Source: an optimization exercise on an open RTL-to-GDS flow (aim: small area). Production flows keep margins and buffers that such runs may drop.
In this exercise RTL edits were held to simulation tests only and were not proved equivalent to the original.
Power and IR drop assume default switching activity.

==> flow/design.v (excerpt) <==
module frame_top (
    input         clk,
    input         rst_n,
    input  [15:0] data_in,
    output        crc_err,
    output        fifo_full,
    output        fifo_empty,
    output        crc_valid_o,
    output        data_out_ch1,
    output        data_out_ch2,
    output        data_out_ch3,
    output        data_out_ch4,
    output        data_out_ch5,
    output        data_out_ch6,
    output        data_out_ch7,
    output        data_out_ch8,
    output        data_vld_ch1,
    output        data_vld_ch2,
    output        data_vld_ch3,
    output        data_vld_ch4,
    output        data_vld_ch5,
    output        data_vld_ch6,
    output        data_vld_ch7,
    output        data_vld_ch8
);
    localparam [15:0] CRC_OK = 16'h7b9a;
    reg        e1;               
    reg        t1;               
    reg        dup;              
    reg  [3:0] st;               
    reg [15:0] crc;              
    reg  [7:0] ch_sel;           
    reg        cflag;            
    reg        crc_err_r;
    reg        p0, p1, p2, p3;   
    reg  [3:0] fs;               
    reg  [3:0] wp;               
    reg [15:0] mem [0:7];
    reg  [7:0] vld;              
    reg  [7:0] ow;               
    reg        pb;               
    reg  [3:0] bc;               
    reg  [3:0] rp;               
    wire [15:0] x = data_in ^ ((st[3:1] == 3'd0) ? 16'd0 : crc);
    wire [15:0] crc_nx;
    wire [25:0] s;
    crc_xor2 u_x0 (.a(x[8]), .b(x[12]), .y(s[0]));
    crc_xor2 u_x1 (.a(x[10]), .b(x[14]), .y(s[1]));
    crc_xor2 u_x2 (.a(x[5]), .b(x[9]), .y(s[2]));
    crc_xor2 u_x3 (.a(x[7]), .b(x[11]), .y(s[3]));
    crc_xor2 u_x4 (.a(x[13]), .b(s[2]), .y(s[4]));
    crc_xor2 u_x5 (.a(x[6]), .b(s[1]), .y(s[5]));
    crc_xor2 u_x6 (.a(x[4]), .b(s[0]), .y(s[6]));
    crc_xor2 u_x7 (.a(x[15]), .b(s[3]), .y(s[7]));
    crc_xor2 u_x8 (.a(x[2]), .b(s[5]), .y(s[8]));
    crc_xor2 u_x9 (.a(x[14]), .b(s[7]), .y(s[9]));
    crc_xor2 u_x10 (.a(x[1]), .b(s[4]), .y(s[10]));
    crc_xor2 u_x11 (.a(x[12]), .b(s[10]), .y(s[11]));
    crc_xor2 u_x12 (.a(x[0]), .b(s[6]), .y(s[12]));
    crc_xor2 u_x13 (.a(x[13]), .b(s[8]), .y(s[13]));
    crc_xor2 u_x14 (.a(x[3]), .b(s[9]), .y(s[14]));
  ...
Size in the first run: ~8000 um2 of cells after synthesis.
export LEC_CHECK = 0
export CAP_MARGIN = 0
export CORE_MARGIN = 2
export CORE_UTILIZATION = 40
export PLACE_DENSITY = 0.6
export SLEW_MARGIN = 0
export SYNTH_HIERARCHICAL = 1
create_clock -name core_clock -period 5.0 [get_ports {clk}]
standard.sh (not shown) runs the stock make flow with config.mk's settings and CLKGATE_MAP_FILE= SYNTH_SCRIPT=/design/flow/synth_recipe.tcl, a recipe that flattens the netlist after the stock synthesis.
==> flow/flow/run.sh <==
#!/bin/bash
# The standard layout (standard.sh, standard synthesis unchanged), with two
# changes: the port buffers are buf_1 cells, and clock tree synthesis uses
# clkbuf_8 in clusters of up to 16 sinks without dummy loads.
set -euo pipefail
export BUFFER_PORTS_ARGS="-buffer_cell sky130_fd_sc_hd__buf_1"
export CTS_ARGS="-sink_clustering_enable -repair_clock_nets -sink_clustering_size 30 -sink_clustering_max_diameter 200 -buf_list sky130_fd_sc_hd__clkbuf_16 -dont_use_dummy_load"
bash standard.sh > standard.log 2>&1
Then changed:
--- a/flow/flow/run.sh
+++ b/flow/flow/run.sh
@@ -7 +7 @@
-export CTS_ARGS="-sink_clustering_enable -repair_clock_nets -sink_clustering_size 30 -sink_clustering_max_diameter 200 -buf_list sky130_fd_sc_hd__clkbuf_16 -dont_use_dummy_load"
+export CTS_ARGS="-sink_clustering_enable -repair_clock_nets -sink_clustering_size 16 -sink_clustering_max_diameter 150 -buf_list sky130_fd_sc_hd__clkbuf_8 -dont_use_dummy_load"
=> The new run completed without violations; via count hardly moves; worst hold slack gets better by 0.0040 ns; global-route usage stays flat; clock skew is higher by 0.0088 ns; clock power drops by about 30%; routed wire length hardly moves; non-clock buffer count does not change.
Then changed:
--- a/flow/config.mk
+++ b/flow/config.mk
@@ -10,2 +10,2 @@
-export CORE_UTILIZATION = 40
-export PLACE_DENSITY = 0.6
+export CORE_UTILIZATION = 60
+export PLACE_DENSITY = 0.8
Effect:
- sequential share of layout area grows by 0.81 points
- utilization grows by 21 points
- via count grows by 1.9%

what the ideal ports hide:
The results above use ideal ports. As a check the final layouts listed here were re-extracted and re-timed, cells and wires unchanged. Step 1 (the two cells are an assumption about what drives the block):
set clk [get_ports {clk}]
set_driving_cell -lib_cell sky130_fd_sc_hd__clkbuf_16 $clk
set_driving_cell -lib_cell sky130_fd_sc_hd__buf_2 [delete_from_list [all_inputs] $clk]
Step 2 moves the port delays by t, midway between the first and last clock arrival at a register: inputs arrive t later, outputs are due t later. That takes back most of the time a late clock gives input paths. Slacks: ideal ports / drivers / drivers and shift; pairs: ideal ports / drivers.
| run | t (ns) | setup WS [ns] | worst setup path after step 2 | cell pins on the clock port's net |
|---|---|---|---|---|
| the first run | 0.457 | 2.038 / 2.038 / 2.011 | input to register | 1 |
| the second run | 0.485 | 2.035 / 2.035 / 2.002 | input to register | 1 |
| the third run | 0.489 | 2.073 / 2.073 / 1.968 | input to register | 1 |
After both steps every run listed still meets setup and hold. The setup slack of the third run, which loses most, moves by 0.000 ns with the drivers and by -0.105 ns with both steps.
